This is an optimization exercise on Yosys and OpenROAD, whose aim is small area, a short achievable clock period and few clock cycles, not a production implementation. RTL that was checked went through simulation tests only; none was proved equivalent to the original. The RTL of runs 1 to 5 and 7 was laid out without a check of its function. Power figures rest on the tool's default switching activity, not on a simulated workload.

===== design.v =====
module vsa16(clock, rst, PC, instruction, ALUOutput, datain, dataout, wr);
    input         clock;
    input         rst;
    output [11:0] PC;
    input  [15:0] instruction;
    output [15:0] ALUOutput;
    input  [15:0] datain;
    output [15:0] dataout;
    output        wr;
    reg [10:0] pc_q;                 
    reg [15:0] R1, R2, R3;           
    reg [15:0] xp;                   
    reg [15:0] xg;                   
    reg [3:0]  xf;                   
    reg        x_we;                 
    reg        x_ld;                 
    reg [1:0]  x_rd;
    reg        wr;                   
    reg [1:0]  x_rs2;                
    assign PC = {pc_q, 1'b0};
    wire [15:0] p = xp;
    wire [15:0] g = xg;
    reg  [15:0] pg, pp;              
    integer     l, k;
    always @(*) begin
        pg = g;
        pp = p;
        for (l = 0; l < 4; l = l + 1)
            for (k = 15; k >= 0; k = k - 1)
                if ((k >> l) & 1) begin
                    pg[k] = pg[k] | (pp[k] & pg[((k >> l) << l) - 1]);
                    pp[k] = pp[k] & pp[((k >> l) << l) - 1];
                end
    end
    wire [15:0] sum = p ^ {pg[14:0], 1'b0};
    assign ALUOutput = sum;
    wire [15:0] res = ({16{xf[0]}} & sum)
                    | ({16{xf[1]}} & g)
                    | ({16{xf[2]}} & p)
                    | ({16{xf[3]}} & {1'b0, xp[15:1]});
    wire [15:0] wdata = x_ld ? datain : res;
    reg [15:0] sd;
    always @(*) begin
        case (x_rs2)
            2'd1: sd = R1;
            2'd2: sd = R2;
            2'd3: sd = R3;
            default: sd = 16'd0;
        endcase
    end
    assign dataout = sd;
    wire [2:0]  op  = instruction[2:0];
    wire [1:0]  rs1 = instruction[4:3];
    wire [1:0]  rs2 = instruction[6:5];
    wire [1:0]  rd  = instruction[8:7];
    wire [2:0]  fn  = instruction[11:9];    
    wire [15:0] imm = {{7{instruction[15]}}, instruction[15:7]};
    wire is_lw   = op == 3'd0;
    wire is_sw   = op == 3'd1;
    wire is_beqz = op == 3'd2;
    wire is_rr   = op == 3'd3;
    wire is_addi = op == 3'd4;
    wire is_subi = op == 3'd5;
    wire [15:0] E1 = (x_we && x_rd == 2'd1) ? wdata : R1;
    wire [15:0] E2 = (x_we && x_rd == 2'd2) ? wdata : R2;
    wire [15:0] E3 = (x_we && x_rd == 2'd3) ? wdata : R3;
    wire [15:0] A = ({16{rs1 == 2'd1}} & E1) | ({16{rs1 == 2'd2}} & E2) | ({16{rs1 == 2'd3}} & E3);
    wire [15:0] B = ({16{rs2 == 2'd1}} & E1) | ({16{rs2 == 2'd2}} & E2) | ({16{rs2 == 2'd3}} & E3);
    wire        sub  = is_subi | (is_rr & fn == 3'd1);
    wire        srl  = is_rr & fn >= 3'd5;      
    wire [15:0] op2  = is_rr ? B : imm;
    wire [15:0] op2x = srl ? 16'd0 : sub ? ~op2 : op2;
    wire [15:0] pa   = A ^ op2x;
    wire [15:0] ga   = A & op2x;
    wire [3:0]  f    = {is_rr & fn >= 3'd5, is_rr & (fn == 3'd3 | fn == 3'd4), is_rr & (fn == 3'd2 | fn == 3'd3), ~is_rr | fn <= 3'd1};
    wire [1:0] dest = is_rr ? rd : ((is_lw | is_addi | is_subi) ? rs2 : 2'd0);
    wire za = (rs1 == 2'd0) | (rs1 == 2'd1 & E1 == 16'd0) | (rs1 == 2'd2 & E2 == 16'd0) | (rs1 == 2'd3 & E3 == 16'd0);
    wire        taken = is_beqz & za;
    wire [10:0] npc   = pc_q + 11'd1;
    wire [10:0] tpc   = pc_q + 11'd1 + imm[10:0];
    always @(posedge clock) begin
        xp    <= {pa[15:1], pa[0] ^ sub};
        xg    <= {ga[15:1], ga[0] | (pa[0] & sub)};
        xf    <= f;
        x_ld  <= is_lw;
        x_rd  <= dest;
        x_rs2 <= rs2;
        if (rst) begin
            pc_q <= 11'd0;
            x_we <= 1'b0;
            wr   <= 1'b0;
        end else begin
            pc_q <= taken ? tpc : npc;
            x_we <= dest != 2'd0;
            wr   <= is_sw;
        end
    end
    always @(posedge clock) begin
        if (rst) begin
            R1 <= 16'd0;
            R2 <= 16'd0;
            R3 <= 16'd0;
        end else if (x_we) begin
            if (x_rd == 2'd1) R1 <= wdata;
            if (x_rd == 2'd2) R2 <= wdata;
            if (x_rd == 2'd3) R3 <= wdata;
        end
    end
endmodule

===== flow/run.sh =====
#!/bin/bash
# Standard ORFS layout (the standard.sh, unchanged synthesis), with two
# placement/sizing settings changed:
#  - port buffers are plain buf cells instead of the platform's default
#    delay-buffer choice;
#  - the resizer may swap cells across footprints (MATCH_CELL_FOOTPRINT=0),
#    so port buffers and other cells can be sized to the timing they see.
# Every tool's output is in orfs/logs/ (one log per ORFS step); make's own
# output is in flow_make.log.
set -euo pipefail
bash standard.sh MATCH_CELL_FOOTPRINT=0 \
  "BUFFER_PORTS_ARGS=-buffer_cell sky130_fd_sc_hd__buf_1" \
  finish > flow_make.log 2>&1

===== standard.sh =====
#!/bin/bash
# synth_recipe.tcl (not shown) runs the flow's synth.tcl, then flattens the netlist and writes it again
# the make line also repeats each setting of config.mk as NAME=value (left out here)
make -C /OpenROAD-flow-scripts/flow DESIGN_CONFIG=/design/flow/config.mk WORK_HOME=/design/flow/orfs CLKGATE_MAP_FILE= SYNTH_SCRIPT=/design/flow/synth_recipe.tcl "${@:-finish}"

===== config.mk =====
export PLATFORM = sky130hd
export DESIGN_NAME = vsa16
export DESIGN_NICKNAME = vsa16
export VERILOG_FILES = /design/flow/design.v
export SDC_FILE = /design/flow/constraint.sdc
export NUM_CORES = 4
export LEC_CHECK = 0
export ABC_AREA = 1
export CAP_MARGIN = 20
export CORE_MARGIN = 2
export CORE_UTILIZATION = 40
export CTS_BUF_LIST = sky130_fd_sc_hd__clkbuf_8
export SETUP_SLACK_MARGIN = 3.4
export SLEW_MARGIN = 20

===== constraint.sdc =====
create_clock -name core_clock -period 7.0 [get_ports {clock}]
set_input_delay 1.4000 -clock core_clock [delete_from_list [all_inputs] [get_ports {clock}]]
set_output_delay 1.4000 -clock core_clock [all_outputs]
set_load 0.01 [all_outputs]

==> results of run 1 <==
==> cells by family (layout without fill, tap and decap cells) <==
kind of cell / count (synthesis) / in the layout
flip-flops: 102 / 102
XOR/XNOR: 33 / 33
other: 1 / 1
AND/OR/NAND/NOR: 542 / 542
buffers and inverters: 150 / 220
AO/OA/AOI/OAI: 141 / 141
adder cells (fa/ha/maj): 32 / 32
==> cell type report <==
| type | instances | area [um2] | area share [%] |
|---|---|---|---|
| clock buffer | 9 | 123.9 | 1.682 |
| clock inverter | 7 | 145.1 | 1.971 |
| inverter | 110 | 421.7 | 5.726 |
| multi-input combinational | 749 | 3923 | 53.27 |
| sequential | 102 | 2048 | 27.82 |
| tap | 216 | 270.3 | 3.670 |
| timing repair buffer | 94 | 431.7 | 5.862 |
==> layout by cell type (no fill, tap or decap), types with 4 or more instances in the layout <==
master	netlist	layout
inv_2	5	4
nand2_2	5	7
buf_1	0	75
nand3_1	87	85
xnor2_1	5	5
dfxtp_1	102	99
inv_1	103	102
o221ai_1	18	18
nand3b_1	5	5
bufinv_16	0	4
xor2_1	28	28
and2_1	11	11
ha_1	30	29
nor3_1	7	7
clkbuf_8	0	9
a221oi_1	8	8
o22ai_1	22	22
nand2_1	289	284
a21oi_1	30	30
nor2_1	120	120
or2_2	11	11
o21ai_0	38	37
buf_4	3	16
o211ai_1	11	11
==> critical path, stage by stage, from the launching register on <==
cell,delay [ps]
dfxtp_2,350
ha_1,180
inv_1,50
nand2_1,70
nand2_1,80
nand2_2,90
nand2_2,90
nand2_4,90
nand2_2,80
nand2_1,60
nand2_2,90
nand3_1,80
and2_1,170
clkbuf_2,120
==> registers in the layout, indices dropped and copies added, names as in the netlist <==
register	count
xf	4
x_ld	1
x_we	1
x_rs2	2
R1	16
wr	1
R2	16
x_rd	2
pc_q	11
xp	16
xg	16
R3	16
==> stage by stage <==
step                      cell area (um2)  util (%)  hold WS (ps)
after floorplan                      6492         -         467.4
after global placement               6905     43.47         490.6
after detailed placement             6905     43.47         487.3
after CTS                            7239     45.57         505.4
after global routing                 7363     46.35         531.7
final                                7363     46.35         507.1
==> per-layer routing <==
metal	share of wire (%)	GRT usage (%)
met4	3.1	10.63
met2	44	40.17
met1	45	34.97
met3	7.6	4.668
met5	0	0
==> final timing paths <==
check | to | slack [ps] | start
min | R2[11] | 510 | R2[11]
max reg2reg | pc_q[7] | 3740 | xp[1]
max | ALUOutput[15] | 3600 | xp[1]
min reg2reg | R2[11] | 510 | R2[11]
==> report_power, final <==
| part | internal, mW | total, mW | switching [mW] |
|---|---|---|---|
| registers | 0.613 | 0.652 | 0.0388 |
| logic | 0.126 | 0.364 | 0.237 |
| clock network | 0.275 | 0.500 | 0.225 |
==> synth_stat cells <==
library cell,count
a211oi_1,1
a21boi_0,1
a21oi_1,30
a221oi_1,8
a31oi_1,3
and2_1,11
and3_1,1
buf_2,7
buf_4,3
buf_6,2
clkbuf_1,28
clkinv_1,2
conb_1,1
dfxtp_1,102
fa_1,2
ha_1,30
inv_1,103
inv_2,5
nand2_1,289
nand2_2,5
nand3_1,87
nand3b_1,5
nand4_1,2
nor2_1,120
nor3_1,7
nor3_2,1
o211ai_1,11
o21ai_0,38
o21ai_1,4
o21bai_1,4
o221ai_1,18
o22ai_1,22
o22ai_2,1
or2_1,3
or2_2,11
xnor2_1,5
xor2_1,28
==> timing repair <==
item,CTS,global route
pin swaps,0,4
cloned,0,0
buffers inserted,7,5
resized for setup,5,19
endpoints found under the setup margin,21,18
==> run notes, run 1 <==
Worst Tran Pin Value = 1052 ps
Die ar. = 17270 um2
cell count after synthesis = 1001
Core Area = 15890 um2
routed vias = 6750
warnings from Yosys = 1
vias in the first global route = 6307
total length of routed wires = 22180 um
Seq/Total Area, Yosys = 31.45%
total CTS buffers = 9
top cell type's share of synthesized area = 31.45%
CP required = 5600 ps
drt drc = 0
Clock Latency Late Sink = 400 ps
TritonCTS clock tree = yes
Max Cap Viol = 0
iteration count of the initial detailed-routing pass = 5
Final ANT Viol Nets = 0
largest net degree at the start of global routing = 52
RSZ-0062 raised after global routing = false
critical path arrival = 2000 ps
die width = 131.4 um
Worst Hold Depth = 2
FF-to-FF path depth = 27
Hold Vio Cnt, Final = 0
FP Rows = 46
overall power = 1.516 mW
power density cells = 205.8 nW/um2
gpl congestion = 0.9728
clock slew at reported path FFs = 110 ps
number of H-tree levels = 3
Starting DRT DRC Count = 649
Starting Density = 40.87%
CTS Root Cell = clkbuf_8
Place WS = 3103 ps
Rel. slew slack = 29.89%
# placed instances = 1259
XOR/XNOR Fraction of Synth Area = 4.452%
dpl hpwl = 16560 um
CP Capture Type = primary output
clock skew = 12.26 ps
# hold bufs at CTS = 0
post-synthesis mux area share = 0%
CP Max Fanout = 8
worst hold path class = flip-flop to flip-flop
share of cells above drive strength 1 = 6.909%
DR WL/cell = 17.23 um
IO Count = 79
Area contributors post-synth = dfxtp_1, nand2_1, nor2_1, nand3_1, inv_1
syn_nets = 1067
Synth Area in Simple Gates = 34.80%
Total Routing Usage GR = 25.72%
Min Clock Period, post-route = 3403 ps
IR drop worst, VDD = 0.1033 mV
#FFs+latches synth = 102
post-route worst setup slack = 3597 ps
Final Slew Violations = 0
Final Net Count = 1132
outcome = finished clean
CTS sink count = 102
Compound-Gate Fraction of Synth Area = 13.62%
Max clock buf depth = 2
GR Overflow Total = 0
number of buffers added on ports = 77
global-route wire length before repair = 34690 um
Avg Vias per Cell = 5.245
final cell count without fillers = 1287
leading area contributor after synthesis = dfxtp_1
Die Y = 131.4 um
TNS Setup = 0 ps
Leak = 3.440 nW
maximum clock rate = 0.2938 GHz
Syn Area/Cell = 6.486 um2
post-synthesis instance area = 6492 um2
Cell variety after synth = 37
type of the worst setup path = flip-flop to primary output
synthesis-to-layout area growth = 13.41%
largest family of logic cells by synthesized area = simple AND/OR/NAND/NOR gates
critical path launch point type = flip-flop
Post-Synth Adder-Cell Area = 6.398%
Fillers = 1743
final setup vio count = 0
initial antenna violation count = 0
Antenna Cells = 0
period utilization = 48.62%
==> run 2: changes to the inputs <==
--- a/config.mk
+++ b/config.mk
@@ -10,5 +10,5 @@
 export CORE_MARGIN = 2
 export CORE_UTILIZATION = 40
 export CTS_BUF_LIST = sky130_fd_sc_hd__clkbuf_8
-export SETUP_SLACK_MARGIN = 3.4
+export SETUP_SLACK_MARGIN = 3.5
 export SLEW_MARGIN = 20
==> run 2 against run 1 <==
Compared with the run above:
- total power increased by 0.14%
- hold slack improved by 1.6 ps
- setup slack improved by 43 ps
- die area unchanged
- sequential share of layout area decreased by 0.24 points
- synthesized cell count unchanged
- register-to-register slack improved by 80 ps
- global-route usage about the same
- critical path depth decreased by 8
- final area increased by 0.99%
==> run notes, run 2 <==
global-route wire length before repair = 34720 um (about the same)
dpl hpwl = 16560 um (unchanged)
number of buffers added on ports = 77 (unchanged)
period utilization = 48.01% (-0.61 points)
final cell count without fillers = 1290 (+0.23%)
maximum clock rate = 0.2976 GHz (+1.3%)
Hold Vio Cnt, Final = 0 (unchanged)
critical path arrival = 1960 ps (-40 ps)
share of cells above drive strength 1 = 7.728% (+0.82 points)
drt drc = 0 (unchanged)
Worst Hold Depth = 2 (unchanged)
clock skew = 11.74 ps (-0.5221 ps)
Final Slew Violations = 0 (unchanged)
total length of routed wires = 22220 um (+0.15%)
post-synthesis instance area = 6492 um2 (unchanged)
Rel. slew slack = 30.97% (+1.1 points)
Die Y = 131.4 um (unchanged)
Syn Area/Cell = 6.486 um2 (unchanged)
RSZ-0062 raised after global routing = true
initial antenna violation count = 0 (unchanged)
Leak = 3.501 nW (+1.8%)
vias in the first global route = 6319 (+0.19%)
most frequent cells in the layout = nand2_1, nor2_1, inv_1, dfxtp_1, nand3_1
Antenna Cells = 0 (unchanged)
Worst Tran Pin Value = 1036 ps (-16.10 ps)
power density cells = 204.1 nW/um2 (-0.83%)
hold_ws = 508.7 ps (+1.590 ps)
Clock Latency Late Sink = 390 ps (about the same)
Final ANT Viol Nets = 0 (unchanged)
Seq/Total Area, Yosys = 31.45% (unchanged)
gpl congestion = 0.9728 (unchanged)
post-route worst setup slack = 3639 ps (+42.73 ps)
commonest cells in the netlist = nand2_1, nor2_1, inv_1
cell count after synthesis = 1001 (unchanged)
Total Routing Usage GR = 25.73% (about the same)
CTS Root Cell = clkbuf_8
largest net degree at the start of global routing = 52 (unchanged)
commonest non-fill, non-tap cell in the layout = nand2_1
IO Count = 79 (unchanged)
# placed instances = 1259 (unchanged)
DR WL/cell = 17.22 um (about the same)
FF-to-FF path depth = 27 (unchanged)
Async S/R FF share, synth = 0% (unchanged)
clock slew at reported path FFs = 110 ps (about the same)
warnings from Yosys = 1 (unchanged)
routed vias = 6839 (+1.3%)
Min Clock Period, post-route = 3361 ps (-42.73 ps)
most numerous cell in the Yosys netlist = nand2_1
die width = 131.4 um (unchanged)
Core Area = 15890 um2 (unchanged)
Final Net Count = 1135 (+0.27%)
ys flop type = dfxtp_1
worst hold path class = flip-flop to flip-flop
TNS Setup = 0 ps (unchanged)
#FFs+latches synth = 102 (unchanged)
IR drop worst, VDD = 0.1028 mV (-0.46%)
CTS sink count = 102 (unchanged)
Die ar. = 17270 um2 (unchanged)
Hold Crit Start = R2[11]
type of the worst setup path = flip-flop to primary output
FP Rows = 46 (unchanged)
number of H-tree levels = 3 (unchanged)
outcome = finished clean
Area contributors post-synth = dfxtp_1, nand2_1, nor2_1, nand3_1, inv_1
syn_nets = 1067 (unchanged)
CP required = 5600 ps (about the same)
iteration count of the initial detailed-routing pass = 5 (unchanged)
TritonCTS clock tree = yes
leading area contributor after synthesis = dfxtp_1
Cell variety after synth = 37 (unchanged)
RR Startpoint = xp[1]
top cell type's share of synthesized area = 31.45% (unchanged)
Avg Vias per Cell = 5.302 (+1.1%)
CP Capture Type = primary output
Max Cap Viol = 0 (unchanged)
final setup vio count = 0 (unchanged)
synthesis-to-layout area growth = 14.53%
Max clock buf depth = 2 (unchanged)
Hold EP = R2[11]
Place WS = 3103 ps (unchanged)
FF-to-FF End = pc_q[2]
Starting Density = 40.87% (unchanged)
CP Max Fanout = 14 (+6)
total CTS buffers = 9 (unchanged)
GR Overflow Total = 0 (unchanged)
Starting DRT DRC Count = 627 (-3.4%)
critical path launch point type = flip-flop
Post-synth EDFFs = 0 (unchanged)
R2R setup slack = 3820 ps (+80 ps)
-- run 2: cell counts after synthesis --
Identical to the previous run, type by type.
-- run 2: timing repair --
action,in CTS,in global routing
setup buffers,7,8
hold buffers,0,0
pin swaps,0,7
gates resized for setup,10,27
endpoints found under the setup margin,24,20
-- run 2: metal layers --
metal  vias up  wire length, um  track usage, %
met4         0              665           10.63
met1      3150            10100           34.90
li1       3386                -               -
met2       260             9905           40.31
met3        43             1548           4.668
met5         -                0               0
-- run 2: kinds of logic (layout without fill, tap and decap cells) --
group                      after synthesis  in the layout  synth area share (%)
buffers and inverters                  150            223                 9.212
other                                    1              1               0.05776
adders and majority gates               32             32                 6.398
DFF                                    102            102                 31.45
and+or+nand+nor                        542            542                 34.80
xor gates and xnor gates                33             33                 4.452
AOI/OAI and AO/OA                      141            141                 13.63
-- run 2: how the worst max path moves through the flow --
stage              startpoint             to  slack, ps  cells past startpoint
6_report             x_rs2[1]     dataout[8]       3640                      5
5_1_grt                 xp[1]        pc_q[7]       3500                     27
4_1_cts                 xp[1]  ALUOutput[15]       3500                     14
3_5_place_dp   instruction[3]        pc_q[3]       3100                     15
3_3_place_gp        datain[0]        pc_q[8]       3180                     19
2_1_floorplan  instruction[2]         xp[12]       3810                     11
-- run 2: final cells by class --
type | count | area [um2]
clock buffers | 9 | 123.9
well taps | 216 | 270.3
repair buffers | 97 | 461.7
flip-flops and latches | 102 | 2051
clock inverters | 7 | 145.1
fillers | 1740 | 8449
inverters | 110 | 421.7
multi-input cells | 749 | 3963
-- run 2: where the power goes --
group / internal (mW) / total (mW) / switching (mW)
registers: 0.613 / 0.652 / 0.0387
logic: 0.130 / 0.369 / 0.239
clock network: 0.275 / 0.497 / 0.222
total: 1.02 / 1.52 / 0.500
-- run 2: worst max-delay path, cell delays in order (launching register included) --
cell and delay, ps:
dfxtp_4 430, nor2_1 120, buf_4 230, inv_1 170, o211ai_1 400, clkbuf_2 220
-- run 2: through the flow --
stage / utilization (%) / total power, mW / area, um2
floorplan: - / 0.8940 / 6492
global placement: 43.47 / 1.006 / 6905
detailed placement: 43.47 / 1.006 / 6905
CTS: 45.66 / 1.501 / 7253
global route: 46.81 / 1.596 / 7436
finish: 46.81 / 1.518 / 7436
==> run 3: changes to the inputs <==
--- a/config.mk
+++ b/config.mk
@@ -10,5 +10,5 @@
 export CORE_MARGIN = 2
 export CORE_UTILIZATION = 40
 export CTS_BUF_LIST = sky130_fd_sc_hd__clkbuf_8
-export SETUP_SLACK_MARGIN = 3.5
+export SETUP_SLACK_MARGIN = 3.6
 export SLEW_MARGIN = 20
==> run 3 against run 2 <==
Compared with the run above:
- largest power group unchanged
- register-to-register slack improved by 100 ps
- highest routed layer unchanged
- sequential power barely moved
- non-clock buffer count rose by 3
- clock-buffer cell count unchanged
- final cell count is 0.23% higher
- still clean on timing, DRC and antenna
==> run notes, run 3 <==
FF-to-FF path depth = 25 (-7.4%)
CP Max Fanout = 5 (-9)
Syn Area/Cell = 6.486 um2 (unchanged)
routed vias = 6848 (+0.13%)
total CTS buffers = 9 (unchanged)
# hold bufs at CTS = 0 (unchanged)
Total Routing Usage GR = 25.82% (+0.090 points)
commonest non-fill, non-tap cell in the layout = nand2_1
power density cells = 203.5 nW/um2 (-0.29%)
DR WL/cell = 17.32 um (+0.57%)
Hold Vio Cnt, Final = 0 (unchanged)
number of buffers added on ports = 77 (unchanged)
period utilization = 47.79% (-0.22 points)
Cell Chain, Critical Path = ha_2 -> inv_1 -> nand2_2 -> nand2_2 -> nand2_4 -> nand2_4 -> nand2_4 -> nand2_2 -> nand2_2 -> nand2_4 -> nand2_1 -> nand2_1 -> and2_4 -> buf_2
critical path arrival = 1950 ps (about the same)
initial antenna violation count = 0 (unchanged)
dpl hpwl = 16560 um (unchanged)
met1 Use GR = 35.09% (+0.19 points)
most frequent cells in the layout = nand2_1, nor2_1, inv_1, dfxtp_1, nand3_1
final setup vio count = 0 (unchanged)
R2R setup slack = 3920 ps (+100 ps)
Seq/Total Area, Yosys = 31.45% (unchanged)
TritonCTS clock tree = yes
drt drc = 0 (unchanged)
top cell type's share of synthesized area = 31.45% (unchanged)
Hold Crit Start = R2[11]
FF-to-FF End = pc_q[2]
cell count after synthesis = 1001 (unchanged)
Cell variety after synth = 37 (unchanged)
RSZ-0062 raised after global routing = true
iteration count of the initial detailed-routing pass = 5 (unchanged)
TNS Setup = 0 ps (unchanged)
number of H-tree levels = 3 (unchanged)
global-route wire length before repair = 34870 um (+0.44%)
#FFs+latches synth = 102 (unchanged)
most numerous cell in the Yosys netlist = nand2_1
Max Cap Viol = 0 (unchanged)
Rel. slew slack = 29.11% (-1.9 points)
Avg Vias per Cell = 5.296 (-0.10%)
Core Area = 15890 um2 (unchanged)
Final Net Count = 1138 (+0.26%)
die width = 131.4 um (unchanged)
Final Slew Violations = 0 (unchanged)
gpl congestion = 0.9728 (unchanged)
clock slew at reported path FFs = 110 ps (about the same)
commonest cells in the netlist = nand2_1, nor2_1, inv_1
post-route worst setup slack = 3655 ps (+15.48 ps)
Die Y = 131.4 um (unchanged)
Starting DRT DRC Count = 645 (+2.9%)
slowest CP cell = dfxtp_2
clock skew = 14.74 ps (+2.999 ps)
critical path launch point type = flip-flop
leading area contributor after synthesis = dfxtp_1
synthesis-to-layout area growth = 15.90%
Post-synth EDFFs = 0 (unchanged)
outcome = finished clean
Min Clock Period, post-route = 3345 ps (-15.48 ps)
Place WS = 3103 ps (unchanged)
Antenna Cells = 0 (unchanged)
Starting Density = 40.87% (unchanged)
Final ANT Viol Nets = 0 (unchanged)
Worst Hold Depth = 2 (unchanged)
Hold EP = R2[11]
Area contributors post-synth = dfxtp_1, nand2_1, nor2_1, nand3_1, inv_1
overall power = 1.531 mW (+0.90%)
grt met3 use = 4.321% (-0.35 points)
Die ar. = 17270 um2 (unchanged)
share of cells above drive strength 1 = 10.12% (+2.4 points)
maximum clock rate = 0.2989 GHz (+0.46%)
Clock Latency Late Sink = 400 ps (about the same)
Leak = 3.542 nW (+1.2%)
CP Capture Type = primary output
post-synthesis instance area = 6492 um2 (unchanged)
warnings from Yosys = 1 (unchanged)
IO Count = 79 (unchanged)
Worst Tran Pin Value = 1063 ps (+27.87 ps)
worst hold path class = flip-flop to flip-flop
FP Rows = 46 (unchanged)
CTS sink count = 102 (unchanged)
CTS Root Cell = clkbuf_8
largest net degree at the start of global routing = 52 (unchanged)
total length of routed wires = 22390 um (+0.81%)
GR Overflow Total = 0 (unchanged)
GR peak layer = met2
IR drop worst, VDD = 0.1045 mV (+1.6%)
Async S/R FF share, synth = 0% (unchanged)
vias in the first global route = 6371 (+0.82%)
CP required = 5600 ps (about the same)
ys flop type = dfxtp_1
type of the worst setup path = flip-flop to primary output
syn_nets = 1067 (unchanged)
met2 Track Usage GR = 40.69% (+0.38 points)
max incr delay on CP = 360 ps (-70 ps)
Max clock buf depth = 2 (unchanged)
RR Startpoint = xp[1]
## run 3: cell counts after synthesis
Identical to the previous run, type by type.
## run 3: critical path: cells and delay by family (launching register included)
kind	cells	cell delay, ps
and+or+nand+nor	11	860
buffers and inverters	2	170
DFF	1	360
adders and majority gates	1	160
## run 3: layer usage
metal | share of wire (%) | routed length (um)
met1 | 46 | 10280
met2 | 45 | 9989
met3 | 6.7 | 1497
met4 | 2.8 | 627
met5 | 0 | 0
## run 3: worst max-delay path by stage
stage	cells after the start	start	end	slack [ps]
after global placement	19	datain[0]	pc_q[8]	3180
after global routing	11	xp[5]	ALUOutput[15]	3500
final	14	xg[0]	ALUOutput[15]	3650
after floorplan	11	instruction[2]	xp[12]	3810
after detailed placement	15	instruction[3]	pc_q[3]	3100
after CTS	14	xg[0]	ALUOutput[15]	3600
## run 3: where the power goes
| part | internal [mW] | switching, mW | leakage (nW) |
|---|---|---|---|
| clock network | 0.275 | 0.224 | 0.130 |
| logic | 0.136 | 0.243 | 2.58 |
| registers | 0.613 | 0.0392 | 0.834 |
| total | 1.02 | 0.507 | 3.54 |
## run 3: cell type report
cell class | count | area (um2)
fill | 1735 | 8361
multi-input combinational | 749 | 4019
sequential | 102 | 2052
timing repair buffer | 100 | 493.0
inverter | 110 | 421.7
tap | 216 | 270.3
clock inverter | 7 | 145.1
clock buffer | 9 | 123.9
## run 3: kinds of logic after synthesis
logic type                 Yosys count  share of synthesized area [%]
adders and majority gates           32                          6.398
AOI/OAI and AO/OA                  141                          13.63
buffers and inverters              150                          9.212
and+or+nand+nor                    542                          34.80
other                                1                        0.05776
xor gates and xnor gates            33                          4.452
DFF                                102                          31.45
## run 3: through the flow
stage	hold slack (ps)	cells	util [%]	instance area, um2
6_report	506.5	1293	47.37	7525
5_1_grt	531.7	1293	47.37	7525
4_1_cts	505.4	1288	46.10	7323
3_5_place_dp	487.3	1259	43.47	6905
3_3_place_gp	490.6	1259	43.47	6905
2_1_floorplan	467.4	1001	-	6492
## run 3: what timing repair did
| item | in CTS | in global routing |
|---|---|---|
| pin swaps | 7 | 14 |
| endpoints found under the setup margin | 29 | 23 |
| gates resized for setup | 21 | 48 |
| buffers inserted | 13 | 5 |
==> run 4: changes to the inputs <==
==> design.v (replaced) <==
module vsa16(clock, rst, PC, instruction, ALUOutput, datain, dataout, wr);
    input         clock;
    input         rst;
    output [11:0] PC;
    input  [15:0] instruction;
    output [15:0] ALUOutput;
    input  [15:0] datain;
    output [15:0] dataout;
    output        wr;
    reg [10:0] pc_q;                 
    reg [15:0] R1, R2, R3;           
    reg [15:0] ALUOutput;            
    reg        m_we;                 
    reg        m_ld;                 
    reg [1:0]  m_rd;
    reg        wr;                   
    reg [1:0]  m_rs2;                
    assign PC = {pc_q, 1'b0};
    wire [2:0]  op  = instruction[2:0];
    wire [1:0]  rs1 = instruction[4:3];
    wire [1:0]  rs2 = instruction[6:5];
    wire [1:0]  rd  = instruction[8:7];
    wire [2:0]  fn  = instruction[11:9];    
    wire [15:0] imm = {{7{instruction[15]}}, instruction[15:7]};
    wire is_lw   = op == 3'd0;
    wire is_sw   = op == 3'd1;
    wire is_beqz = op == 3'd2;
    wire is_rr   = op == 3'd3;
    wire is_addi = op == 3'd4;
    wire is_subi = op == 3'd5;
    wire [15:0] wdata = m_ld ? datain : ALUOutput;
    wire fwd1 = m_we && m_rd == rs1;
    wire fwd2 = m_we && m_rd == rs2;
    reg [15:0] A, B;
    always @(*) begin
        if (fwd1) A = wdata;
        else case (rs1)
            2'd1: A = R1;
            2'd2: A = R2;
            2'd3: A = R3;
            default: A = 16'd0;
        endcase
        if (fwd2) B = wdata;
        else case (rs2)
            2'd1: B = R1;
            2'd2: B = R2;
            2'd3: B = R3;
            default: B = 16'd0;
        endcase
    end
    wire        sub  = is_subi | (is_rr & fn == 3'd1);
    wire [15:0] op2  = is_rr ? B : imm;
    wire [15:0] op2x = sub ? ~op2 : op2;
    wire [16:0] sum17 = {A, sub} + {op2x, sub};
    wire [15:0] sum  = sum17[16:1];
    reg  [15:0] res;
    always @(*) begin
        if (!is_rr)
            res = sum;
        else case (fn)
            3'd0, 3'd1: res = sum;
            3'd2: res = A & B;
            3'd3: res = A | B;
            3'd4: res = A ^ B;
            default: res = {1'b0, A[15:1]};
        endcase
    end
    wire [1:0] dest = is_rr ? rd : ((is_lw | is_addi | is_subi) ? rs2 : 2'd0);
    wire        taken = is_beqz & (A == 16'd0);
    wire [10:0] npc   = pc_q + 11'd1;
    wire [10:0] tpc   = pc_q + 11'd1 + imm[10:0];
    reg [15:0] sd;
    always @(*) begin
        case (m_rs2)
            2'd1: sd = R1;
            2'd2: sd = R2;
            2'd3: sd = R3;
            default: sd = 16'd0;
        endcase
    end
    assign dataout = sd;
    always @(posedge clock) begin
        ALUOutput <= res;
        m_ld  <= is_lw;
        m_rd  <= dest;
        m_rs2 <= rs2;
        if (rst) begin
            pc_q <= 11'd0;
            m_we <= 1'b0;
            wr   <= 1'b0;
        end else begin
            pc_q <= taken ? tpc : npc;
            m_we <= dest != 2'd0;
            wr   <= is_sw;
        end
    end
    always @(posedge clock) begin
        if (rst) begin
            R1 <= 16'd0;
            R2 <= 16'd0;
            R3 <= 16'd0;
        end else if (m_we) begin
            if (m_rd == 2'd1) R1 <= wdata;
            if (m_rd == 2'd2) R2 <= wdata;
            if (m_rd == 2'd3) R3 <= wdata;
        end
    end
endmodule
--- a/config.mk
+++ b/config.mk
@@ -9,6 +9,5 @@
 export CAP_MARGIN = 20
 export CORE_MARGIN = 2
 export CORE_UTILIZATION = 40
-export CTS_BUF_LIST = sky130_fd_sc_hd__clkbuf_8
 export SETUP_SLACK_MARGIN = 3.6
 export SLEW_MARGIN = 20
==> run 4 against run 3 <==
Compared with the run above:
- still clean on timing, DRC and antenna
- sequential power decreased by 18%
- final area increased by 21%
- register-to-register slack lost 250 ps
- final cell count is 9.7% higher
- hold slack worse by 7.2 ps
- clock skew about the same
- first-iteration DRC count increased by 46%
- via count increased by 17%
- largest cell class unchanged
- highest routed layer is now met5
==> run notes, run 4 <==
Avg Vias per Cell = 5.628 (+6.3%)
Max clock buf depth = 2 (unchanged)
Worst Tran Pin Value = 921.9 ps (-141.5 ps)
commonest non-fill, non-tap cell in the layout = nand2_1
hold_ws = 499.4 ps (-7.186 ps)
Die ar. = 18480 um2 (+7.0%)
Syn Area/Cell = 6.526 um2 (+0.61%)
Post-synth EDFFs = 0 (unchanged)
Max Cap Viol = 0 (unchanged)
Seq/Total Area, Yosys = 23.58% (-7.9 points)
cell count after synthesis = 1067 (+6.6%)
Worst Hold Depth = 2 (unchanged)
global-route wire length before repair = 39410 um (+13%)
GR Overflow Total = 0 (unchanged)
total length of routed wires = 26090 um (+16%)
drt drc = 0 (unchanged)
Gate power share = 36.2% (+11 points)
CP Capture Type = flip-flop
IR drop worst, VDD = 0.1283 mV (+23%)
leading area contributor after synthesis = dfxtp_1
#FFs+latches synth = 82 (-20%)
FF-to-FF path depth = 14 (-44%)
final core occ = 53.04% (+5.7 points)
Die Y = 135.9 um (+3.5%)
fin area = 9111 um2 (+21%)
clock skew = 15.20 ps (+0.4585 ps)
most numerous cell in the Yosys netlist = nand2_1
Placed Area = 7467 um2 (+8.1%)
gpl congestion = 0.9287 (-4.5%)
Min Clock Period, post-route = 3774 ps (+428.8 ps)
Starting Density = 40.54% (-0.33 points)
CTS Root Cell = clkbuf_16
Async S/R FF share, synth = 0% (unchanged)
Seq pwr share = 34.3% (-8.3 points)
FP Rows = 48 (+4.3%)
CP required = 7240 ps (+1640 ps)
critical path launch point type = input port
critical path arrival = 4020 ps (+2070 ps)
worst hold path class = flip-flop to flip-flop
maximum clock rate = 0.2650 GHz (-11%)
warnings from Yosys = 1 (unchanged)
TritonCTS clock tree = yes
period utilization = 53.91% (+6.1 points)
RSZ-0062 raised after global routing = true
TNS Setup = 0 ps (unchanged)
number of buffers added on ports = 77 (unchanged)
outcome = finished clean
Final Slew Violations = 0 (unchanged)
type of the worst setup path = input port to flip-flop
Total Routing Usage GR = 27.51% (+1.7 points)
Hold Vio Cnt, Final = 0 (unchanged)
Hold Crit Start = R1[14]
synthesis-to-layout area growth = 30.85%
most frequent cells in the layout = nand2_1, inv_1, o21ai_0, dfxtp_1, a21oi_1
die width = 135.9 um (+3.5%)
Starting DRT DRC Count = 943 (+46%)
CP startpoint = instruction[1]
Place WS = 1812 ps (-1291 ps)
Cell variety after synth = 45 (+22%)
DR WL/cell = 18.38 um (+6.1%)
Area contributors post-synth = dfxtp_1, nand2_1, ha_1, o21ai_0, inv_1
Core Area = 17180 um2 (+8.1%)
Clock Latency Late Sink = 360 ps (-40 ps)
clock slew at reported path FFs = 70 ps (-40 ps)
Sw Ratio = 39.06% (+6.0 points)
RR Startpoint = m_ld
post-synthesis instance area = 6963 um2 (+7.2%)
total CTS buffers = 9 (unchanged)
iteration count of the initial detailed-routing pass = 7 (+2)
initial antenna violation count = 1 (+1)
net switching power = 0.6091 mW (+20%)
Rel. slew slack = 37.89% (+8.8 points)
routed vias = 7986 (+17%)
number of H-tree levels = 3 (unchanged)
final setup vio count = 0 (unchanged)
ys flop type = dfxtp_1
dpl hpwl = 17170 um (+3.7%)
Hold EP = R1[14]
commonest cells in the netlist = nand2_1, inv_1, o21ai_0
share of cells above drive strength 1 = 22.11% (+12 points)
Leak = 4.002 nW (+13%)
syn_nets = 1160 (+8.7%)
Antenna Cells = 0 (unchanged)
FF-to-FF End = ALUOutput[11]
largest net degree at the start of global routing = 56 (+7.7%)
Final Net Count = 1282 (+13%)
Clk pwr share = 29.5% (-3.1 points)
vias in the first global route = 7315 (+15%)
CP Max Fanout = 6 (+1)
CTS sink count = 82 (-20%)
top cell type's share of synthesized area = 23.58% (-7.9 points)
IO Count = 79 (unchanged)
R2R setup slack = 3670 ps (-250 ps)
post-route worst setup slack = 3226 ps (-428.8 ps)
internal power = 0.9503 mW (-7.3%)
Final ANT Viol Nets = 0 (unchanged)
power density cells = 171.1 nW/um2 (-16%)
run 4: cell types whose count changed after synthesis, sizes merged, moves of 10 or more:
| cell | change |
|---|---|
| nand3 | -46 |
| dfxtp | -20 |
| inv | +62 |
| or2 | -11 |
| nor2 | -73 |
| and2 | -10 |
| nand2 | -68 |
| a21oi | +66 |
| o2111ai | +10 |
| ha | +28 |
| o21ai | +115 |
run 4: how the worst max path moves through the flow:
stage	slack, ps	endpoint	cells past startpoint
finish	3230	ALUOutput[9]	19
global route	3080	ALUOutput[12]	21
CTS	3340	ALUOutput[15]	19
detailed placement	1810	ALUOutput[9]	17
global placement	1850	ALUOutput[13]	17
floorplan	3260	ALUOutput[12]	22
run 4: kinds of logic (layout without fill, tap and decap cells):
family	count (synthesis)	after routing	synth area share (%)
fa+ha+maj	59	59	10.71
flops	82	82	23.58
buf+inv	215	337	12.34
xor+xnor	37	37	4.654
compound gates	331	331	27.51
other cells	1	1	0.05386
simple gates	342	347	21.15
run 4: critical path, stage by stage:
cell	delay, ps
clkbuf_2	200
inv_2	90
nor2_4	140
buf_12	130
buf_4	160
clkinvlp_4	190
nand2_2	110
o21ai_2	60
xor2_1	140
ha_1	370
a21oi_2	180
o21ai_1	100
a21oi_1	180
o21ai_2	80
xor2_1	180
nand2_1	60
nand2_1	50
o211ai_1	100
nand2_1	80
run 4: layout make-up:
cell class	instances	area (um2)
fillers	1741	8065
multi-input cells	775	5218
flip-flops and latches	82	1643
repair buffers	145	968.4
inverters	173	704.4
well taps	225	281.5
clock buffers	12	246.5
clock inverters	4	27.53
repair inverters	3	22.52
run 4: stage by stage:
step                      std cells  power [mW]
final                          1419       1.559
after global routing           1419       1.635
after CTS                      1397       1.504
after detailed placement       1333      0.9692
after global placement         1333      0.9693
after floorplan                1067      0.8336
run 4: what timing repair did:
action                                  4_1_cts  5_1_grt
hold buffers                                  0        0
endpoints found under the setup margin       32       30
cloned                                        7        2
setup buffers                                41       20
gates resized for setup                     156       60
pin swaps                                    37       36
run 4: per-layer routing:
layer / track usage [%] / up-vias / part of all wire (%)
met1: 35.79 / 3729 / 43
met3: 4.101 / 86 / 6.6
met2: 44.28 / 336 / 46
met5: 0 / - / 0.031
li1: - / 3833 / -
met4: 13.95 / 2 / 4.8
run 4: power groups by stage:
stage | Clock, mW | Sequential [mW] | Combinational, mW
2_1_floorplan | 0 | 0.545 | 0.289
3_3_place_gp | 0 | 0.545 | 0.424
3_5_place_dp | 0 | 0.545 | 0.424
4_1_cts | 0.463 | 0.535 | 0.506
5_1_grt | 0.486 | 0.539 | 0.609
6_report | 0.460 | 0.535 | 0.564
==> run 5: changes to the inputs <==
--- a/design.v
+++ b/design.v
@@ -94,15 +94,13 @@
             wr   <= is_sw;
         end
     end
+    wire [15:0] wd  = rst ? 16'd0 : wdata;
+    wire        we1 = rst | (m_we & m_rd == 2'd1);
+    wire        we2 = rst | (m_we & m_rd == 2'd2);
+    wire        we3 = rst | (m_we & m_rd == 2'd3);
     always @(posedge clock) begin
-        if (rst) begin
-            R1 <= 16'd0;
-            R2 <= 16'd0;
-            R3 <= 16'd0;
-        end else if (m_we) begin
-            if (m_rd == 2'd1) R1 <= wdata;
-            if (m_rd == 2'd2) R2 <= wdata;
-            if (m_rd == 2'd3) R3 <= wdata;
-        end
+        if (we1) R1 <= wd;
+        if (we2) R2 <= wd;
+        if (we3) R3 <= wd;
     end
 endmodule
==> run 5 against run 4 <==
Compared with the run above:
- still clean on timing, DRC and antenna
- setup slack worse by 59 ps
- register-to-register slack better by 140 ps
- non-clock buffer count down 5
- flip-flop and latch count unchanged
- final cell count down 6.2%
- utilization down 1.7 points
- largest power group unchanged
- total power up 29%
- global-route usage down 1.4 points
==> run notes, run 5 <==
Placed Area = 7580 um2 (+1.5%)
top cell type's share of synthesized area = 20.87% (-2.7 points)
FF-to-FF End = ALUOutput[7]
most frequent cells in the layout = nand2_1, inv_1, buf_1, buf_4, nor2_1
#FFs+latches synth = 82 (unchanged)
dpl hpwl = 16880 um (-1.7%)
vias in the first global route = 6596 (-9.8%)
IO Count = 79 (unchanged)
FF-to-FF path depth = 17 (+3)
IR drop worst, VDD = 0.1311 mV (+2.2%)
Syn Area/Cell = 7.082 um2 (+8.5%)
die width = 135.4 um (-0.40%)
net switching power = 0.8366 mW (+37%)
most numerous cell in the Yosys netlist = nand2_1
routed vias = 7282 (-8.8%)
R2R setup slack = 3810 ps (+140 ps)
number of H-tree levels = 3 (unchanged)
post-route worst setup slack = 3167 ps (-58.88 ps)
TritonCTS clock tree = yes
largest net degree at the start of global routing = 33 (-41%)
RSZ-0062 raised after global routing = true
type of the worst setup path = input port to flip-flop
fin area = 8756 um2 (-3.9%)
Final ANT Viol Nets = 0 (unchanged)
Starting Density = 40.49% (-0.052 points)
total CTS buffers = 9 (unchanged)
Core Area = 17060 um2 (-0.70%)
period utilization = 54.76% (+0.84 points)
CTS Root Cell = clkbuf_16
Total Routing Usage GR = 26.12% (-1.4 points)
number of buffers added on ports = 77 (unchanged)
Die Y = 135.4 um (-0.40%)
Starting DRT DRC Count = 716 (-24%)
Final Net Count = 1195 (-6.8%)
grt met3 use = 4.377% (+0.28 points)
CTS sink count = 82 (unchanged)
commonest cells in the netlist = nand2_1, inv_1, o21ai_0
Leak = 4.017 nW (+0.39%)
Sw Ratio = 41.54% (+2.5 points)
cell count after synthesis = 975 (-8.6%)
Gate power share = 44.7% (+8.5 points)
drt drc = 0 (unchanged)
Seq pwr share = 33.8% (-0.5 points)
Cell variety after synth = 46 (+2.2%)
Max clock buf depth = 2 (unchanged)
internal power = 1.177 mW (+24%)
Worst Hold Depth = 1 (-1)
power density cells = 230.0 nW/um2 (+34%)
Place WS = 2127 ps (+315.1 ps)
DR WL/cell = 17.88 um (-2.8%)
RR Startpoint = m_rd[0]
critical path launch point type = input port
CP required = 7210 ps (-30 ps)
total length of routed wires = 23790 um (-8.8%)
Hold Vio Cnt, Final = 0 (unchanged)
Hold EP = pc_q[0]
TNS Setup = 0 ps (unchanged)
critical path arrival = 4050 ps (+30 ps)
CP Capture Type = flip-flop
final cell count without fillers = 1331 (-6.2%)
share of cells above drive strength 1 = 18.63% (-3.5 points)
met2 Track Usage GR = 43.20% (-1.1 points)
leading area contributor after synthesis = edfxtp_1
warnings from Yosys = 1 (unchanged)
clock slew at reported path FFs = 70 ps (about the same)
Rel. slew slack = 23.94% (-14 points)
Avg Vias per Cell = 5.471 (-2.8%)
maximum clock rate = 0.2609 GHz (-1.5%)
commonest non-fill, non-tap cell in the layout = nand2_1
# placed instances = 1257 (-5.7%)
Seq/Total Area, Yosys = 30.73% (+7.2 points)
Min Clock Period, post-route = 3833 ps (+58.88 ps)
ys flop type = edfxtp_1
Clk pwr share = 21.6% (-7.9 points)
Post-synth EDFFs = 48 (+48)
Antenna Cells = 0 (unchanged)
met1 Use GR = 34.25% (-1.5 points)
Final Slew Violations = 0 (unchanged)
# hold bufs at CTS = 0 (unchanged)
hold_ws = 527.1 ps (+27.78 ps)
GR peak layer = met2
Hold Crit Start = pc_q[0]
synthesis-to-layout area growth = 26.80%
gpl congestion = 0.8624 (-7.1%)
initial antenna violation count = 0 (-1)
Die ar. = 18330 um2 (-0.80%)
GR Overflow Total = 0 (unchanged)
Clock Latency Late Sink = 350 ps (about the same)
FP Rows = 48 (unchanged)
outcome = finished clean
Worst Tran Pin Value = 1132 ps (+210.3 ps)
clock skew = 10.69 ps (-4.510 ps)
syn_nets = 1069 (-7.8%)
Async S/R FF share, synth = 0% (unchanged)
CP Max Fanout = 6 (unchanged)
Area contributors post-synth = edfxtp_1, nand2_1, ha_1, dfxtp_1, inv_1
iteration count of the initial detailed-routing pass = 5 (-2)
global-route wire length before repair = 36440 um (-7.5%)
post-synthesis instance area = 6905 um2 (-0.83%)
final setup vio count = 0 (unchanged)
Max Cap Viol = 0 (unchanged)
worst hold path class = flip-flop to flip-flop
[run 5: what timing repair did]
action	4_1_cts	5_1_grt
setup buffers	42	10
setup endpoints to repair	35	31
gates cloned	6	0
hold endpoints to repair	0	0
pin swaps	41	17
resized for setup	104	24
[run 5: how the worst max path moves through the flow]
stage                   start            end  slack, ps  depth (start not counted)
3_5_place_dp   instruction[5]   ALUOutput[9]       2130                         18
5_1_grt        instruction[6]  ALUOutput[13]       2950                         22
4_1_cts        instruction[6]  ALUOutput[14]       3230                         21
3_3_place_gp   instruction[5]   ALUOutput[9]       2130                         18
6_report       instruction[6]   ALUOutput[7]       3170                         18
2_1_floorplan  instruction[5]  ALUOutput[14]       3280                         20
[run 5: logic make-up (layout without fill, tap and decap cells)]
logic type / Yosys count / count (layout) / share of synthesized area, %
muxes: 1 / 1 / 0.1450
xor gates and xnor gates: 34 / 34 / 4.312
adders and majority gates: 60 / 60 / 10.98
other: 1 / 1 / 0.05431
DFF: 82 / 82 / 30.73
buffers and inverters: 192 / 319 / 10.89
and+or+nand+nor: 375 / 379 / 22.56
AOI/OAI and AO/OA: 230 / 230 / 20.33
[run 5: critical path, cell delays in order]
cell and delay, ps:
buf_8 100, clkinvlp_4 140, nand2_2 80, nand2_4 120
nand3_4 150, buf_6 170, o2111ai_4 60, o21ai_2 110
o21ai_1 180, xor2_1 160, ha_1 290, a21oi_1 280
o21ai_1 160, inv_1 80, nand2_1 100, or2_2 290
nand3_1 70, o21ai_0 100
[run 5: layer usage]
| metal | part of all wire, % | up-vias |
|---|---|---|
| met4 | 3.8 | 0 |
| met3 | 5.9 | 46 |
| met1 | 44 | 3423 |
| met2 | 47 | 267 |
| li1 | - | 3546 |
| met5 | 0 | - |
[run 5: stage by stage]
step                utilization [%]  total power, mW
floorplan                         -            1.186
global placement              44.44            1.421
detailed placement            44.44            1.429
CTS                           50.29            1.963
global route                  51.34            2.144
finish                        51.34            2.014
[run 5: power by group through the flow]
stage	registers [mW]	logic, mW	clock network (mW)
global placement	0.690	0.732	0
detailed placement	0.690	0.739	0
finish	0.680	0.900	0.434
global route	0.690	0.990	0.464
CTS	0.679	0.841	0.444
floorplan	0.684	0.502	0
[run 5: area by class of cell]
class | instances | area (um2)
Multi-Input combinational cell | 705 | 4632
Timing Repair inverter | 1 | 5.005
Inverter | 162 | 623.1
Clock inverter | 6 | 33.78
Sequential cell | 82 | 2122
Tap cell | 225 | 281.5
Timing Repair Buffer | 140 | 829.5
Clock buffer | 10 | 229.0
Fill cell | 1710 | 8300
==> run 6: changes to the inputs <==
--- a/design.v
+++ b/design.v
@@ -50,9 +50,7 @@
     end
     wire        sub  = is_subi | (is_rr & fn == 3'd1);
     wire [15:0] op2  = is_rr ? B : imm;
-    wire [15:0] op2x = sub ? ~op2 : op2;
-    wire [16:0] sum17 = {A, sub} + {op2x, sub};
-    wire [15:0] sum  = sum17[16:1];
+    wire [15:0] sum  = A + (sub ? ~op2 : op2) + {15'd0, sub};
     reg  [15:0] res;
     always @(*) begin
         if (!is_rr)
@@ -94,13 +92,15 @@
             wr   <= is_sw;
         end
     end
-    wire [15:0] wd  = rst ? 16'd0 : wdata;
-    wire        we1 = rst | (m_we & m_rd == 2'd1);
-    wire        we2 = rst | (m_we & m_rd == 2'd2);
-    wire        we3 = rst | (m_we & m_rd == 2'd3);
     always @(posedge clock) begin
-        if (we1) R1 <= wd;
-        if (we2) R2 <= wd;
-        if (we3) R3 <= wd;
+        if (rst) begin
+            R1 <= 16'd0;
+            R2 <= 16'd0;
+            R3 <= 16'd0;
+        end else if (m_we) begin
+            if (m_rd == 2'd1) R1 <= wdata;
+            if (m_rd == 2'd2) R2 <= wdata;
+            if (m_rd == 2'd3) R3 <= wdata;
+        end
     end
 endmodule
==> run.sh (new file) <==
#!/bin/bash
# synth_recipe.tcl (not shown) runs the flow's synth.tcl, then flattens the netlist and writes it again
# the make line also repeats each setting of config.mk as NAME=value (left out here)
make -C /OpenROAD-flow-scripts/flow DESIGN_CONFIG=/design/flow/config.mk WORK_HOME=/design/flow/orfs CLKGATE_MAP_FILE= SYNTH_SCRIPT=/design/flow/synth_recipe.tcl finish
--- a/config.mk
+++ b/config.mk
@@ -5,9 +5,7 @@
 export SDC_FILE = /design/flow/constraint.sdc
 export NUM_CORES = 4
 export LEC_CHECK = 0
-export ABC_AREA = 1
 export CAP_MARGIN = 20
 export CORE_MARGIN = 2
 export CORE_UTILIZATION = 40
-export SETUP_SLACK_MARGIN = 3.6
 export SLEW_MARGIN = 20
removed: flow/run.sh
removed: standard.sh
==> run 6 against run 5 <==
Compared with the run above:
- first-iteration DRC count decreased by 17%
- critical endpoint is now ALUOutput[14]
- clock-buffer cell count grew 1
- register-to-register slack got worse by 1600 ps
- largest power group is now registers
- combinational power is 41% lower
- largest cell class unchanged
- wire length is 4.9% lower
- hold slack stayed put
- clock skew is essentially flat
==> run notes, run 6 <==
R2R setup slack = 2260 ps (-1550 ps)
Clock Latency Late Sink = 360 ps (about the same)
#FFs+latches synth = 82 (unchanged)
Starting Density = 40.56% (+0.079 points)
cell count after synthesis = 908 (-6.9%)
Die Y = 138.7 um (+2.5%)
gpl congestion = 0.8983 (+4.2%)
Hold Vio Cnt, Final = 0 (unchanged)
commonest cells in the netlist = nor2_1, dfxtp_1, a211oi_1, ha_1, o21ai_0
most numerous cell in the Yosys netlist = nor2_1
Starting DRT DRC Count = 594 (-17%)
Hold EP = R1[15]
ys flop type = dfxtp_1
final setup vio count = 0 (unchanged)
power density cells = 186.3 nW/um2 (-19%)
commonest non-fill, non-tap cell in the layout = nor2_1
critical path arrival = 5860 ps (+1810 ps)
top cell type's share of synthesized area = 22.61% (+1.7 points)
share of cells above drive strength 1 = 9.895% (-8.7 points)
slowest CP cell = clkdlybuf4s50_1
CP Capture Type = flip-flop
IO Count = 79 (unchanged)
total CTS buffers = 9 (unchanged)
critical path launch point type = input port
GR Overflow Total = 0 (unchanged)
FP Rows = 49 (+2.1%)
warnings from Yosys = 1 (unchanged)
number of H-tree levels = 3 (unchanged)
CTS sink count = 82 (unchanged)
DR WL/cell = 19.19 um (+7.3%)
buffers plus inverters on the worst setup path = 3 (-1)
Final ANT Viol Nets = 0 (unchanged)
IR drop worst, VDD = 0.1219 mV (-7.0%)
Leak = 3.382 nW (-16%)
Post-synth EDFFs = 0 (-100%)
global-route wire length before repair = 35750 um (-1.9%)
maximum clock rate = 0.1793 GHz (-31%)
Avg Vias per Cell = 5.798 (+6.0%)
clock slew at reported path FFs = 70 ps (about the same)
Final Net Count = 1039 (-13%)
Post-CTS Setup Bufs = 0 (-100%)
Cell variety after synth = 72 (+57%)
most frequent cells in the layout = nor2_1, dfxtp_1, clkdlybuf4s50_1, a211oi_1, ha_1
leading area contributor after synthesis = dfxtp_1
hold_ws = 527.1 ps (unchanged)
dpl hpwl = 16930 um (+0.30%)
synthesis-to-layout area growth = 16.49%
type of the worst setup path = input port to flip-flop
Seq/Total Area, Yosys = 22.61% (-8.1 points)
Total Routing Usage GR = 23.13% (-3.0 points)
Worst Tran Pin Value = 1045 ps (-86.99 ps)
Final Slew Violations = 0 (unchanged)
Syn Area/Cell = 7.998 um2 (+13%)
critical path's top delay family = compound AO/OA/AOI/OAI gates
Core Area = 17900 um2 (+5.0%)
clock skew = 11.10 ps (+0.4185 ps)
RSZ-0062 raised after global routing = false
TritonCTS clock tree = yes
post_cts resized = 0 (-100%)
CTS Root Cell = clkbuf_16
Hold Crit Start = R1[15]
CP startpoint = instruction[6]
FF-to-FF path depth = 15 (-2)
Worst Hold Depth = 2 (+1)
post-synthesis instance area = 7262 um2 (+5.2%)
CP most frequent cell = o21ai_0
routed vias = 6836 (-6.1%)
Die ar. = 19250 um2 (+5.0%)
die width = 138.7 um (+2.5%)
max incr delay on CP = 680 ps (+390 ps)
largest net degree at the start of global routing = 64 (+94%)
iteration count of the initial detailed-routing pass = 7 (+2)
CP required = 7280 ps (+70 ps)
syn_nets = 1001 (-6.4%)
drt drc = 0 (unchanged)
vias in the first global route = 6278 (-4.8%)
worst hold path class = flip-flop to flip-flop
Min Clock Period, post-route = 5576 ps (+1743 ps)
number of buffers added on ports = 77 (unchanged)
FF-to-FF End = ALUOutput[12]
Antenna Cells = 0 (unchanged)
initial antenna violation count = 0 (unchanged)
RR Startpoint = m_ld
Area contributors post-synth = dfxtp_1, ha_1, mux2_2, a211oi_1, nor2_1
overall power = 1.576 mW (-22%)
Cell Chain, Critical Path = clkdlybuf4s50_1 -> buf_4 -> mux2_1 -> a22oi_1 -> o22ai_4 -> inv_4 -> a211oi_1 -> or2_2 -> fa_1 -> nor2b_1 -> o21ai_0 -> a21boi_0 -> o21ai_0 -> a211oi_1 -> o21ai_0 -> a211o_1 -> o211ai_1
Max clock buf depth = 2 (unchanged)
CP Max Fanout = 16 (+10)
Async S/R FF share, synth = 0% (unchanged)
TNS Setup = 0 ps (unchanged)
final core occ = 47.25% (-4.1 points)
outcome = finished clean
Rel. slew slack = 30.23% (+6.3 points)
total length of routed wires = 22620 um (-4.9%)
Max Cap Viol = 0 (unchanged)
period utilization = 79.66% (+25 points)
# hold bufs at CTS = 0 (unchanged)
run 6: cell count changes in the layout (fill, tap and decap cells not counted), sizes merged, moves of 27 or more:
cell           change
nand2            -190
inv              -108
dfxtp             +48
buf              -115
mux2              +48
edfxtp            -48
clkdlybuf4s50     +76
a211oi            +53
mux2i             +27
a22oi             +29
xnor2             +32
o21ai             -37
nand3             -32
run 6: power by group:
part	internal (mW)	total, mW	switching [mW]
registers	0.506	0.554	0.0480
logic	0.231	0.527	0.297
clock network	0.285	0.495	0.210
total	1.02	1.58	0.554
run 6: cell type report:
| cell class | instances | area (um2) |
|---|---|---|
| repair buffers | 97 | 915.9 |
| inverters | 52 | 197.7 |
| clock buffers | 11 | 242.7 |
| multi-input cells | 704 | 5124 |
| fillers | 1803 | 9443 |
| flip-flops and latches | 82 | 1642 |
| clock inverters | 4 | 51.30 |
| well taps | 229 | 286.5 |
run 6: kinds of logic (layout without fill, tap and decap cells):
group                      after synthesis  after routing  synth area share (%)
AOI/OAI and AO/OA                      287            287                 28.33
and+or+nand+nor                        240            240                 15.49
buffers and inverters                  122            164                 6.909
DFF                                     82             82                 22.61
muxes                                   76             76                 11.30
adders and majority gates               59             59                 10.37
xor gates and xnor gates                41             41                 4.945
other                                    1              1               0.05164
run 6: metrics by stage:
| stage | instances | setup slack, ps | area (um2) |
|---|---|---|---|
| finish | 1179 | 1424 | 8459 |
| global route | 1179 | 1102 | 8459 |
| CTS | 1179 | 1456 | 8459 |
| detailed placement | 1164 | 1122 | 8165 |
| global placement | 1164 | 1223 | 8165 |
| floorplan | 908 | 2161 | 7262 |
run 6: worst max path at each step:
stage	slack (ps)	depth (start not counted)	end
2_1_floorplan	2160	19	ALUOutput[12]
3_3_place_gp	1220	17	ALUOutput[14]
3_5_place_dp	1120	17	ALUOutput[14]
4_1_cts	1460	17	ALUOutput[14]
5_1_grt	1100	17	ALUOutput[14]
6_report	1420	17	ALUOutput[14]
run 6: worst min-delay path, delay by kind of cell, from the launching register on:
kind / cells / cell delay (ps)
flops: 1 / 330
simple gates: 1 / 100
compound gates: 1 / 50
run 6: per-layer routing:
layer | track usage (%) | part of all wire [%] | vias up
li1 | - | - | 3411
met1 | 32.90 | 47 | 3192
met2 | 37.23 | 46 | 208
met3 | 2.141 | 4.7 | 25
met4 | 7.230 | 2.1 | 0
met5 | 0 | 0 | -
Testbench counts of run 6, summed over its fixed seeds: cycles 22,626.
==> run 7: changes to the inputs <==
==> design.v (replaced) <==
module vsa16(clock, rst, PC, instruction, ALUOutput, datain, dataout, wr);
    input         clock;
    input         rst;
    output [11:0] PC;
    input  [15:0] instruction;
    output [15:0] ALUOutput;
    input  [15:0] datain;
    output [15:0] dataout;
    output        wr;
    reg [10:0] pc_q;                 
    reg [15:0] R1, R2, R3;           
    reg [3:1]  xs1;                  
    reg [3:1]  xs2;                  
    reg [8:0]  ximm;                 
    reg        xrr;                  
    reg        xc;                   
    reg [2:0]  xf;                   
    reg        x_we;                 
    reg        x_ld;                 
    reg [1:0]  x_rd;
    reg        wr;                   
    assign PC = {pc_q, 1'b0};
    wire [15:0] A = ({16{xs1[1]}} & R1) | ({16{xs1[2]}} & R2) | ({16{xs1[3]}} & R3);
    wire [15:0] B = ({16{xs2[1]}} & R1) | ({16{xs2[2]}} & R2) | ({16{xs2[3]}} & R3);
    wire [15:0] op2 = xrr ? (xc ? ~B : B) : {{7{ximm[8]}}, ximm};
    wire [16:0] sum17 = {A, xc} + {op2, xc};
    wire [15:0] sum = sum17[16:1];
    assign ALUOutput = sum;
    assign dataout   = B;
    reg [15:0] res;
    always @(*) begin
        case (xf)
            3'd2: res = A & B;
            3'd3: res = A | B;
            3'd4: res = A ^ B;
            3'd5: res = {1'b0, A[15:1]};
            default: res = sum;
        endcase
    end
    wire [15:0] wdata = x_ld ? datain : res;
    wire [2:0]  op  = instruction[2:0];
    wire [1:0]  rs1 = instruction[4:3];
    wire [1:0]  rs2 = instruction[6:5];
    wire [1:0]  rd  = instruction[8:7];
    wire [2:0]  fn  = instruction[11:9];    
    wire [8:0]  imm = instruction[15:7];
    wire is_lw   = op == 3'd0;
    wire is_sw   = op == 3'd1;
    wire is_beqz = op == 3'd2;
    wire is_rr   = op == 3'd3;
    wire is_addi = op == 3'd4;
    wire is_subi = op == 3'd5;
    wire sub = is_subi | (is_rr & fn == 3'd1);
    wire [1:0] dest = is_rr ? rd : ((is_lw | is_addi | is_subi) ? rs2 : 2'd0);
    wire zw = wdata == 16'd0;
    reg  za;
    always @(*) begin
        if (x_we && x_rd == rs1)
            za = zw;
        else case (rs1)
            2'd1: za = R1 == 16'd0;
            2'd2: za = R2 == 16'd0;
            2'd3: za = R3 == 16'd0;
            default: za = 1'b1;
        endcase
    end
    wire        taken = is_beqz & za;
    wire [10:0] npc   = pc_q + 11'd1;
    wire [10:0] tpc   = pc_q + 11'd1 + {{2{imm[8]}}, imm};
    always @(posedge clock) begin
        xs1  <= {rs1 == 2'd3, rs1 == 2'd2, rs1 == 2'd1};
        xs2  <= {rs2 == 2'd3, rs2 == 2'd2, rs2 == 2'd1};
        ximm <= is_subi ? ~imm : imm;
        xrr  <= is_rr;
        xc   <= sub;
        xf   <= is_rr ? fn : 3'd0;
        x_ld <= is_lw;
        x_rd <= dest;
        if (rst) begin
            pc_q <= 11'd0;
            x_we <= 1'b0;
            wr   <= 1'b0;
        end else begin
            pc_q <= taken ? tpc : npc;
            x_we <= dest != 2'd0;
            wr   <= is_sw;
        end
    end
    always @(posedge clock) begin
        if (rst) begin
            R1 <= 16'd0;
            R2 <= 16'd0;
            R3 <= 16'd0;
        end else if (x_we) begin
            if (x_rd == 2'd1) R1 <= wdata;
            if (x_rd == 2'd2) R2 <= wdata;
            if (x_rd == 2'd3) R3 <= wdata;
        end
    end
endmodule
==> flow/run.sh (new file) <==
#!/bin/bash
# Standard ORFS layout (the standard.sh, unchanged synthesis), with two
# placement/sizing settings changed:
#  - port buffers are plain buf cells instead of the platform's default
#    delay-buffer choice;
#  - the resizer may swap cells across footprints (MATCH_CELL_FOOTPRINT=0),
#    so port buffers and other cells can be sized to the timing they see.
# Every tool's output is in orfs/logs/ (one log per ORFS step); make's own
# output is in flow_make.log.
set -euo pipefail
bash standard.sh MATCH_CELL_FOOTPRINT=0 \
  "BUFFER_PORTS_ARGS=-buffer_cell sky130_fd_sc_hd__buf_1" \
  finish > flow_make.log 2>&1
==> standard.sh (new file) <==
#!/bin/bash
# synth_recipe.tcl (not shown) runs the flow's synth.tcl, then flattens the netlist and writes it again
# the make line also repeats each setting of config.mk as NAME=value (left out here)
make -C /OpenROAD-flow-scripts/flow DESIGN_CONFIG=/design/flow/config.mk WORK_HOME=/design/flow/orfs CLKGATE_MAP_FILE= SYNTH_SCRIPT=/design/flow/synth_recipe.tcl "${@:-finish}"
--- a/config.mk
+++ b/config.mk
@@ -5,7 +5,9 @@
 export SDC_FILE = /design/flow/constraint.sdc
 export NUM_CORES = 4
 export LEC_CHECK = 0
+export ABC_AREA = 1
 export CAP_MARGIN = 20
 export CORE_MARGIN = 2
 export CORE_UTILIZATION = 40
+export SETUP_SLACK_MARGIN = 3.4
 export SLEW_MARGIN = 20
removed: run.sh
==> run 7 against run 6 <==
Compared with the run above:
- still clean
- clock skew shrank 1.8 ps
- hold slack gained 49 ps
- flip-flop and latch count grew 2
- non-clock buffer count grew 69
- maximum frequency grew 38%
- wire length grew 6.1%
- register-to-register slack gained 930 ps
==> run notes, run 7 <==
commonest non-fill, non-tap cell in the layout = nand2_1
DR WL/cell = 15.14 um (-21%)
#FFs+latches synth = 84 (+2.4%)
number of buffers added on ports = 77 (unchanged)
power density cells = 155.5 nW/um2 (-17%)
Area contributors post-synth = dfxtp_1, nand2_1, inv_1, ha_1, nor2_1
clock skew = 9.330 ps (-1.774 ps)
Final Net Count = 1446 (+39%)
final cell count without fillers = 1586 (+35%)
Hold Vio Cnt, Final = 0 (unchanged)
CTS sink count = 84 (+2.4%)
Cell variety after synth = 43 (-40%)
vias in the first global route = 7145 (+14%)
number of H-tree levels = 3 (unchanged)
final setup vio count = 0 (unchanged)
total CTS buffers = 9 (unchanged)
Total Routing Usage GR = 24.17% (+1.0 points)
Final Slew Violations = 0 (unchanged)
Rel. slew slack = 32.92% (+2.7 points)
worst hold path class = flip-flop to flip-flop
Fillers = 1816 (+0.72%)
ys flop type = dfxtp_1
global-route wire length before repair = 37310 um (+4.4%)
outcome = finished clean
Final ANT Viol Nets = 0 (unchanged)
share of cells above drive strength 1 = 21.52% (+12 points)
period utilization = 57.67% (-22 points)
Clock Latency Late Sink = 350 ps (about the same)
Seq/Total Area, Yosys = 23.28% (+0.68 points)
Syn Area/Cell = 5.934 um2 (-26%)
TritonCTS clock tree = yes
CP required = 5600 ps (-1680 ps)
type of the worst setup path = flip-flop to primary output
CP Max Fanout = 7 (-9)
Die Y = 138.4 um (-0.27%)
critical path arrival = 2640 ps (-3220 ps)
leading area contributor after synthesis = dfxtp_1
Max clock buf depth = 2 (unchanged)
top cell type's share of synthesized area = 23.28% (+0.68 points)
die width = 138.4 um (-0.27%)
gpl congestion = 0.8852 (-1.5%)
Antenna Cells = 0 (unchanged)
Async S/R FF share, synth = 0% (unchanged)
CTS Root Cell = clkbuf_16
Leak = 4.782 nW (+41%)
synthesis-to-layout area growth = 29.44%
IR drop worst, VDD = 0.08977 mV (-26%)
warnings from Yosys = 1 (unchanged)
dpl hpwl = 17220 um (+1.7%)
Post-synth EDFFs = 0 (unchanged)
GR Overflow Total = 0 (unchanged)
IO Count = 79 (unchanged)
FP Rows = 49 (unchanged)
Avg Vias per Cell = 5.102 (-12%)
Min Clock Period, post-route = 4037 ps (-1539 ps)
Core Area = 17840 um2 (-0.34%)
CP startpoint = xs2[1]
most numerous cell in the Yosys netlist = nand2_1
initial antenna violation count = 0 (unchanged)
# hold bufs at CTS = 0 (unchanged)
most frequent cells in the layout = nand2_1, inv_1, nor2_1, dfxtp_1, buf_4
R2R setup slack = 3190 ps (+930 ps)
CP Capture Type = primary output
routed vias = 8092 (+18%)
cell count after synthesis = 1217 (+34%)
RSZ-0062 raised after global routing = true
total length of routed wires = 24010 um (+6.1%)
TNS Setup = 0 ps (unchanged)
Hold Crit Start = R1[2]
RR Startpoint = xs2[3]
clock slew at reported path FFs = 70 ps (about the same)
## run 7: cell count changes after synthesis, moves of 34 or more
cell,before,now
mux2_2,42,0
nand2_1,53,369
nor2_1,91,125
a211oi_1,57,0
inv_1,49,205
nand3_1,14,85
## run 7: worst max-delay path, cell delays in order, from the launching register on
cell	delay, ps
dfxtp_4	390
buf_8	160
buf_6	110
nand2_2	70
nand3_4	90
inv_2	70
o21ai_2	50
o21ai_1	120
inv_1	70
ha_4	240
nand2_1	160
inv_1	60
nand2_1	60
nand2_1	70
a21oi_1	220
nand3_1	130
nand2_1	90
clkbuf_2	120
## run 7: kinds of logic after synthesis
family	synth area share (%)
and+or+nand+nor	37.39
buffers and inverters	13.95
AOI/OAI and AO/OA	11.82
DFF	23.28
adders and majority gates	10.60
xor gates and xnor gates	2.911
other	0.05193
## run 7: layer usage
metal | routed length (um) | up-vias | GRT usage, %
met2 | 10720 | 292 | 38.17
met5 | 0 | - | 0
met3 | 1535 | 34 | 2.840
li1 | - | 4073 | -
met1 | 11200 | 3693 | 34.58
met4 | 549 | 0 | 7.465
## run 7: worst paths after layout
check / end / cells after the start
worst min register to register: R1[2] / 2
worst max register to register: pc_q[8] / 32
worst min-delay path: R1[2] / 2
worst max-delay path: ALUOutput[13] / 17
## run 7: final cells by class
cell class	instances	area [um2]	share of cell area [%]
multi-input combinational	877	5197	55.60
sequential	84	1712	18.31
timing repair buffer	166	1060	11.34
inverter	214	807.0	8.633
tap	229	286.5	3.065
clock buffer	9	225.2	2.409
clock inverter	7	60.06	0.6425
## run 7: timing repair
action | 4_1_cts | 5_1_grt
setup endpoints to repair | 39 | 29
pin swaps | 45 | 50
resized for setup | 121 | 96
setup buffers | 72 | 12
cloned | 1 | 0
## run 7: power by group
part	leakage, nW	total (mW)	internal (mW)	switching (mW)
clock network	0.142	0.467	0.247	0.221
logic	3.95	0.456	0.184	0.272
registers	0.691	0.530	0.499	0.0308
## run 7: through the flow
| step | hold slack, ps | power (mW) | cell area [um2] | utilization, % | setup WS [ps] |
|---|---|---|---|---|---|
| final | 576.4 | 1.453 | 9348 | 52.40 | 2963 |
| after floorplan | 509.5 | 0.7764 | 7269 | - | 3407 |
| after CTS | 561.8 | 1.419 | 8955 | 50.19 | 2940 |
| after detailed placement | 542.6 | 0.8815 | 7680 | 43.05 | 2315 |
| after global routing | 584.4 | 1.528 | 9348 | 52.40 | 2777 |
| after global placement | 544.6 | 0.8794 | 7665 | 42.96 | 2407 |

Check on run 7: ideal ports give 2.963 ns setup slack; a clkbuf_16 on the clock port and buf_2 on the inputs give 2.921 ns; moving port delays by the midpoint clock arrival (0.391 ns) as well gives 3.185 ns.
